This is an optimization exercise on Yosys and OpenROAD, whose aim is small area, not a production implementation. In this exercise RTL edits were held to simulation tests only and were not proved equivalent to the original. Power figures rest on the tool's default switching activity, not on a simulated workload.

File: flow/config.mk
export PLATFORM = sky130hd
export DESIGN_NAME = FPGA_ScoreBoard_TOP
export DESIGN_NICKNAME = FPGA_ScoreBoard_TOP
export VERILOG_FILES = /design/flow/design.v
export SDC_FILE = /design/flow/constraint.sdc
export NUM_CORES = 4
export LEC_CHECK = 0
export CAP_MARGIN = 20
export CORE_MARGIN = 2
export CORE_UTILIZATION = 40
export SLEW_MARGIN = 20
File: flow/constraint.sdc
create_clock -name core_clock -period 20.0 [get_ports {CLK_50MHZ}]
set_input_delay 4.0000 -clock core_clock [delete_from_list [all_inputs] [get_ports {CLK_50MHZ}]]
set_output_delay 4.0000 -clock core_clock [all_outputs]
set_load 0.01 [all_outputs]
File: flow/design.v
module FPGA_ScoreBoard_TOP(
	input CLK_50MHZ,
	input BTN_WEST,
	input RS232_DCE_RXD,
	output RS232_DCE_TXD,
	output [21:0] NF_A,
	input [7:0] NF_D_I,
	output [7:0] NF_D_O,
	output NF_D_OE,
	output reg NF_CE, NF_BYTE, NF_OE, NF_RP, NF_WE, NF_WP
);
wire clk = CLK_50MHZ;
wire rst = BTN_WEST;
reg [11:0] acc;
reg tick_rx, tick_tx;
reg [3:0] tdiv;                
wire [12:0] acc_sum = {1'b0, acc} + 13'd151;
always @(posedge clk)
	if (rst) begin acc <= 0; tick_rx <= 0; end
	else begin acc <= acc_sum[11:0]; tick_rx <= ~acc[11] & acc_sum[11]; end
always @(posedge clk)
	if (rst) begin tdiv <= 0; tick_tx <= 0; end
	else begin
		tick_tx <= tick_rx & (tdiv == 4'd7);
		if (tick_rx) tdiv <= tdiv + 1'b1;
	end
reg mdone;
wire mrst = ~mdone;
always @(posedge clk)
	if (rst) mdone <= 0;
	else if (acc == 12'd1943) mdone <= 1;
reg rx_s1, rx_s2, rx_m, ack_s1, ack_s2;
reg start, rxdone, r2, r3;
reg [3:0] cnt, bcnt;
reg [7:0] rxdata;
wire maj = (r3 & r2) | (r3 & rx_s2) | (r2 & rx_s2);
reg [1:0] st;
reg wr_en, rd_ack;
reg wr_t, wr_t1, wr_t2, rd_t, data_rdy;
always @(posedge clk)
	if (tick_rx) begin
		rx_s1 <= RS232_DCE_RXD; rx_s2 <= rx_s1; rx_m <= rx_s2;
		ack_s1 <= rd_ack; ack_s2 <= ack_s1;
	end
always @(posedge clk)
	if (mrst) begin start <= 0; rxdone <= 0; end
	else if (tick_rx) begin
		if (rxdone & ack_s2) rxdone <= 0;
		if (rx_m & ~rx_s2 & ~start) begin start <= 1; cnt <= 15; bcnt <= 0; end
		if (start) begin
			if (cnt == 4'd11) r3 <= rx_s2;
			if (cnt == 4'd8) r2 <= rx_s2;
			if (cnt == 4'd4) rxdata <= {maj, rxdata[7:1]};
			if (cnt != 0) cnt <= cnt - 1'b1;
			else begin
				cnt <= 15;
				if (bcnt < 8) bcnt <= bcnt + 1'b1;
				else begin start <= 0; rxdone <= 1; end
			end
		end
	end
always @(posedge clk)
	if (mrst) begin st <= 0; wr_en <= 0; rd_ack <= 0; end
	else if (tick_rx)
		case (st)
		0: begin wr_en <= 0; rd_ack <= 0; if (rxdone) st <= 1; end
		1: begin wr_en <= 1; rd_ack <= 1; st <= 2; end
		2: begin wr_en <= 0; if (~rxdone) st <= 0; end
		default: ;
		endcase
always @(posedge clk)
	if (mrst) wr_t <= 0;
	else if (tick_rx & wr_en) wr_t <= ~wr_t;
always @(posedge clk) begin wr_t1 <= wr_t; wr_t2 <= wr_t1; end
always @(posedge clk)
	if (mrst) begin rd_t <= 0; data_rdy <= 0; end
	else if (data_rdy) begin rd_t <= ~rd_t; data_rdy <= 0; end
	else data_rdy <= wr_t2 ^ rd_t;
localparam RX_IDLE = 3'd0, RX_WCMD = 3'd1, RX_RCMD = 3'd2, RX_WADDR = 3'd3,
           RX_RADDR = 3'd4, RX_WDATA = 3'd5, RX_RDATA = 3'd6, RX_DONE = 3'd7;
reg [2:0] state_rx;
reg fl_trg, cmd_q;
always @(posedge clk)
	if (rst) state_rx <= RX_IDLE;
	else case (state_rx)
		RX_IDLE: state_rx <= RX_WCMD;
		RX_WCMD: if (data_rdy) state_rx <= RX_RCMD;
		RX_RCMD: state_rx <= RX_WADDR;
		RX_WADDR: if (data_rdy) state_rx <= RX_RADDR;
		RX_RADDR: state_rx <= RX_WDATA;
		RX_WDATA: if (data_rdy) state_rx <= RX_RDATA;
		RX_RDATA: state_rx <= RX_DONE;
		RX_DONE: state_rx <= RX_WCMD;
	endcase
always @(posedge clk) begin
	fl_trg <= (state_rx == RX_DONE);
	if (state_rx == RX_WCMD & data_rdy) cmd_q <= rxdata[0];
end
localparam FS_IDLE = 3'd0, FS_WTRIG = 3'd1, FS_RW = 3'd2, FS_WRW = 3'd3, FS_TXD = 3'd5;
reg [2:0] state_fl;
reg fl_flow, fb_start, tx_trig;
always @(posedge clk)
	if (rst) state_fl <= FS_IDLE;
	else case (state_fl)
		FS_IDLE: state_fl <= FS_WTRIG;
		FS_WTRIG: if (fl_trg) state_fl <= FS_RW;
		FS_RW: state_fl <= FS_WRW;
		FS_WRW: if (fb_done) state_fl <= FS_TXD;
		FS_TXD: state_fl <= FS_WTRIG;
		default: ;
	endcase
always @(posedge clk) begin
	fl_flow <= (state_fl == FS_RW | state_fl == FS_WRW) & cmd_q;
	fb_start <= (state_fl == FS_RW);
	tx_trig <= (state_fl == FS_TXD);
end
reg [1:0] state_tx;
always @(posedge clk)
	if (rst) state_tx <= 0;
	else case (state_tx)
		0: state_tx <= 1;
		1: if (tx_trig) state_tx <= 2;
		2: state_tx <= 0;
		default: ;
	endcase
wire trg_write = (state_tx == 2);
localparam F_IDLE = 2'd0, F_RW = 2'd1, F_WAIT = 2'd2, F_DONE = 2'd3;
reg [1:0] fstate;
reg ft_start, fb_done, czy;
reg [1:0] ftstate;
reg [2:0] ftcnt;
wire ft_done = (ftstate == 2'd2);
always @(posedge clk) begin
	if (rst) begin NF_BYTE <= 0; NF_WP <= 0; NF_RP <= 1; end
	else NF_RP <= 0;
end
always @(posedge clk)
	if (rst) fstate <= F_IDLE;
	else case (fstate)
		F_IDLE: if (fb_start) fstate <= F_RW;
		F_RW: fstate <= F_WAIT;
		F_WAIT: if (ft_done) fstate <= F_DONE;
		F_DONE: fstate <= F_IDLE;
	endcase
wire active = (fstate == F_RW) | (fstate == F_WAIT);
always @(posedge clk) begin
	NF_CE <= ~active;
	NF_OE <= ~(active & fl_flow);
	NF_WE <= ~(active & ~fl_flow);
	czy <= ~(active & ~fl_flow);
	ft_start <= (fstate == F_RW);
	fb_done <= (fstate == F_DONE);
end
always @(posedge clk)
	if (rst) ftstate <= 0;
	else case (ftstate)
		2'd0: begin ftcnt <= 0; if (ft_start) ftstate <= 2'd1; end
		2'd1: if (ftcnt > 3'd5) begin ftstate <= 2'd2; ftcnt <= 0; end else ftcnt <= ftcnt + 1'b1;
		default: begin ftstate <= 2'd0; ftcnt <= 0; end
	endcase
reg [7:0] R;
reg tw_t, tr_t;         
reg [2:0] tst;
reg tx_send;
reg [2:0] txs;
reg [3:0] data_left;
reg tx_, tdone;
assign RS232_DCE_TXD = tx_;
always @(posedge clk)
	if (mrst) tw_t <= 0;
	else if (trg_write) tw_t <= ~tw_t;
always @(posedge clk)
	if (mrst) tst <= 0;
	else case (tst)
		0: begin tx_send <= 0; tr_t <= 0; tst <= 1; end
		1: if (tw_t != tr_t) tst <= 2;
		2: begin tx_send <= 1; if (~tdone) tst <= 3; end
		3: begin tx_send <= 0; if (tdone) tst <= 4; end
		4: begin tr_t <= ~tr_t; tst <= 1; end
		default: ;
	endcase
localparam T_IDLE = 3'd0, T_WAIT = 3'd1, T_START = 3'd2, T_WRITE = 3'd3, T_DONE = 3'd4;
always @(posedge clk)
	if (mrst) txs <= T_IDLE;
	else if (tick_tx) case (txs)
		T_IDLE: txs <= T_WAIT;
		T_WAIT: if (tx_send) txs <= T_START;
		T_START: txs <= T_WRITE;
		T_WRITE: if (data_left == 0) txs <= T_DONE;
		default: txs <= T_IDLE;
	endcase
always @(posedge clk)
	if (mrst) begin tdone <= 1; tx_ <= 1; end
	else if (tick_tx) case (txs)
		T_WAIT: begin data_left <= 7; tx_ <= 1; end
		T_START: begin tx_ <= 0; tdone <= 0; end
		T_WRITE: begin data_left <= data_left - 1'b1; tx_ <= ~R[0]; end
		T_DONE: tdone <= 1;
		default: ;
	endcase
always @(posedge clk)
	if (state_rx == RX_WADDR & data_rdy) R <= rxdata;
	else if (fstate == F_DONE) R <= fl_flow ? NF_D_I : rxdata;
	else if (~mrst & tick_tx & txs == T_WRITE) R <= {1'b0, R[7:1]};
assign NF_A[21:8] = 14'd0;
assign NF_A[7:0] = R;
assign NF_D_O = rxdata;
assign NF_D_OE = ~czy;
endmodule
File: flow/run.sh
#!/bin/bash
# synth_recipe.tcl (not shown) runs the flow's synth.tcl, then flattens the netlist and writes it again
# the make line also repeats each setting of config.mk as NAME=value (left out here)
make -C /OpenROAD-flow-scripts/flow DESIGN_CONFIG=/design/flow/config.mk WORK_HOME=/design/flow/orfs CLKGATE_MAP_FILE= SYNTH_SCRIPT=/design/flow/synth_recipe.tcl finish
==> results.toml <==
[worst_setup_path]
critPathCaptureType = "output port"
r2r_start = "tick_rx$_SDFF_PP0_"
r2r_slack_ps = 18060
critPathRequiredTime_ps = 16000
crit_end = "NF_D_O[7]"
crit_arrival_ps = 1280
critPathBufInv = 1
worst_path_max_delay_cell = "clkdlybuf4s50_1"
cp-startpoint = "rxdata[7]$_DFFE_PP_"
cp-start-kind = "register"
cp_top_family = "buffers and inverters"
path_class = "reg2out"
cpPeakStageDelay_ps = 570
rr_endpoint = "rxdata[3]$_DFFE_PP_"
ff2ff_path_depth = 3
worstPathCellList = "clkdlybuf4s50_1"
crit_cells = 1
cp_max_fo = 3

[synth]
yosysMostFrequentCell = "dfxtp_1"
ys_warn_count = 1
synth_area_leader_cell = "edfxtp_1"
synthTopCellsByArea = "edfxtp_1 27%, dfxtp_1 27%, ha_1 6.6%"
synth.distinct_cells = 57
synthTopCellsByCount = "61 x dfxtp_1, 43 x nand2_1, 41 x edfxtp_1"
syn_avg_cell_area_sq_um = 10.6
ys_seq_area_share_pct = 53.7
ys_ff_latch = 102
synth_edf_count = 41
yosys.area.top_type_share_pct = 27.0
netlist_instances = 431
async_reset_ff_share_pct = 0
synth-main-ff-cell = "dfxtp_1"
syn_area_sq_um = 4570

[layout]
layout.nets = 498
antenna_cells = 0
area_growth_pct = 15.5
final_area_sq_um = 5270
drive_above_1_share_pct = 6.41

[place]
detailedPlace.worstSlack_ps = 14590
post_dp_cell_area_sq_um = 4960
portBuffers = 32
hpwlAfterDp_um = 5260
place.gp.congestion = 0.748

[detailed_routing]
dr.pass1.iters = 4
routedWlPerCell_um = 12.2
via_count = 3014
wl_um = 7440
drt_iter0_markers = 156
ant_nets = 0
drc_errors = 0
via_per_inst = 4.93

[cts]
clk_path_buf_depth = 2
post_cts_buffers = 0
cts_tree = "done"
cts_max_level = 3
post_cts_resized = 0
clkLatencyLatePin_ps = 340
cts_buffers = 9
clkTransAtPathRegs_ps = 70
clock_sinks = 102
ctsHoldBuffers = 0
clock_tree.root_cell = "clkbuf_16"

[global_route]
grt_pass1_vias = 2891
overflow = 0
antenna_found_initial = 0
grt_usage_pct = 13.0
grt_pass1_wl_um = 13200
grt_max_degree = 35

[worst_hold_path]
worst_hold_path.num_cells = 0
hp-class = "reg2reg"

[power]
power_density_nw_per_um2 = 84.2
power_leakage_nw = 2.05
vdd_ir_drop_max_mv = 0.0402

[sta]
max_freq_mhz = 189
max-slew-margin-rel_pct = 44.9
fin_ws_ps = 14720
rsz0062_at_grt = "false"
finalHoldViolCount = 0
finalSetupViolations = 0
tns_ps = 0
slew_viol_final = 0
skew_ps = 4.81
worst_pin_slew_ps = 825
timing.final.crit_share_pct = 26.4
period_minus_slack_ps = 5280

[run]
cap_violations = 0

[floorplanning]
die_area_sq_um = 12300
io_pins = 49
die_x_um = 111
coreArea_sq_um = 11300
start_util_pct = 40.5
die_y_um = 111
num_rows = 39

[status]
status = "complete, no violations"
[cell usage in the layout, fill, tap and decap left out, types with 2 or more instances in the layout]
master	synthesis	routed
and3_1	5	5
o21ai_0	16	16
a21oi_1	25	25
nand2b_1	6	6
xnor2_1	8	8
ha_1	24	24
a22oi_1	2	2
nor4_1	4	4
edfxtp_1	41	41
or3_1	2	2
clkbuf_16	0	10
inv_1	25	25
buf_4	18	2
xor2_1	5	5
o211ai_1	2	2
nor2b_1	11	11
clkbuf_8	0	4
nand2_1	43	43
a32oi_1	2	2
nand3_1	6	6
dfxtp_1	61	61
nor3_1	16	16
nand4_1	2	2
and2_1	4	4
clkdlybuf4s50_1	0	32
conb_1	1	16
nor4b_1	4	4
nor2_1	32	32
nand3b_1	5	5
mux2i_1	17	17
a31o_2	3	3
nor3b_1	6	6
clkinv_2	0	2
[worst min path at each step]
stage | from | end | slack [ps]
3_3_place_gp | wr_t1$_DFF_P_ | wr_t2$_DFF_P_ | 310
6_report | wr_t1$_DFF_P_ | wr_t2$_DFF_P_ | 320
3_5_place_dp | wr_t1$_DFF_P_ | wr_t2$_DFF_P_ | 310
4_1_cts | wr_t1$_DFF_P_ | wr_t2$_DFF_P_ | 320
2_1_floorplan | wr_t1$_DFF_P_ | wr_t2$_DFF_P_ | 310
5_1_grt | wr_t1$_DFF_P_ | wr_t2$_DFF_P_ | 340
[sequential cells by signal, indices dropped and copies added (netlist names), 4 cells and up]
name,count
tdiv,4
acc,12
cnt,4
data_left,4
bcnt,4
rxdata,8
R,8
[cell families after synthesis]
family	Yosys count	share of synthesized area [%]
other cells	1	0.0821
mux	18	4.06
simple gates	156	18.4
fa+ha+maj	25	6.80
flops	102	53.7
xor+xnor	13	2.49
buf+inv	53	5.97
compound gates	63	8.47
[through the flow]
stage / hold slack (ps) / utilization, % / cells / power, W
after floorplan: 310 / - / 446 / 0.000264
final: 322 / 46.8 / 611 / 0.000444
after global routing: 338 / 46.8 / 611 / 0.000465
after global placement: 311 / 44.0 / 595 / 0.000270
after CTS: 323 / 46.8 / 611 / 0.000451
after detailed placement: 314 / 44.0 / 595 / 0.000273
[worst register-to-register path, stage by stage (launching register included)]
cell and delay (ps):
dfxtp_1 860, nand2_1 300, nor4_1 270, buf_4 230
[per-layer routing]
metal	track usage, %	wire length (um)	vias up
met5	0	0	-
met3	3.39	285	9
met4	5.50	143	0
met2	20.7	3350	47
met1	16.8	3650	1425
li1	-	-	1533
[final cells by class]
type,instances,area [sq um]
timing repair buffer,34,335
inverter,25,93.8
sequential,102,2450
tap,143,179
multi-input combinational,291,1900
fill,1049,6000
clock buffer,14,305
clock inverter,2,10.0
[report_power, final]
part           internal (W)   total, W  switching (W)
registers          0.000223   0.000233     0.00000929
logic             0.0000178  0.0000348      0.0000170
clock network      0.000105   0.000177      0.0000715

what the ideal ports hide:
Ports are ideal in the flow. The routed layout listed here was re-timed in OpenROAD.
Step 1, drivers: a clkbuf_16 drives CLK_50MHZ and a buf_2 each remaining input, both assumed.
Step 2 times the ports against the registers' clock, not the clock port: input delays grow and output delays shrink by t, the midpoint of the rising clock arrivals with the driver on.
Three values: no drivers, after step 1, after step 2; two values: the first two.
shift t [ns]: 0.374
setup WS [ns]: 14.716 / 14.677 / 14.576
worst hold slack (ns): 0.322 / 0.322 / 0.322
clock arrival spread, ns: 0.006 / 0.006
After both steps this run still meets setup and hold. For this run, drivers alone change the setup slack by -0.039 ns; drivers and shift together by -0.140 ns.
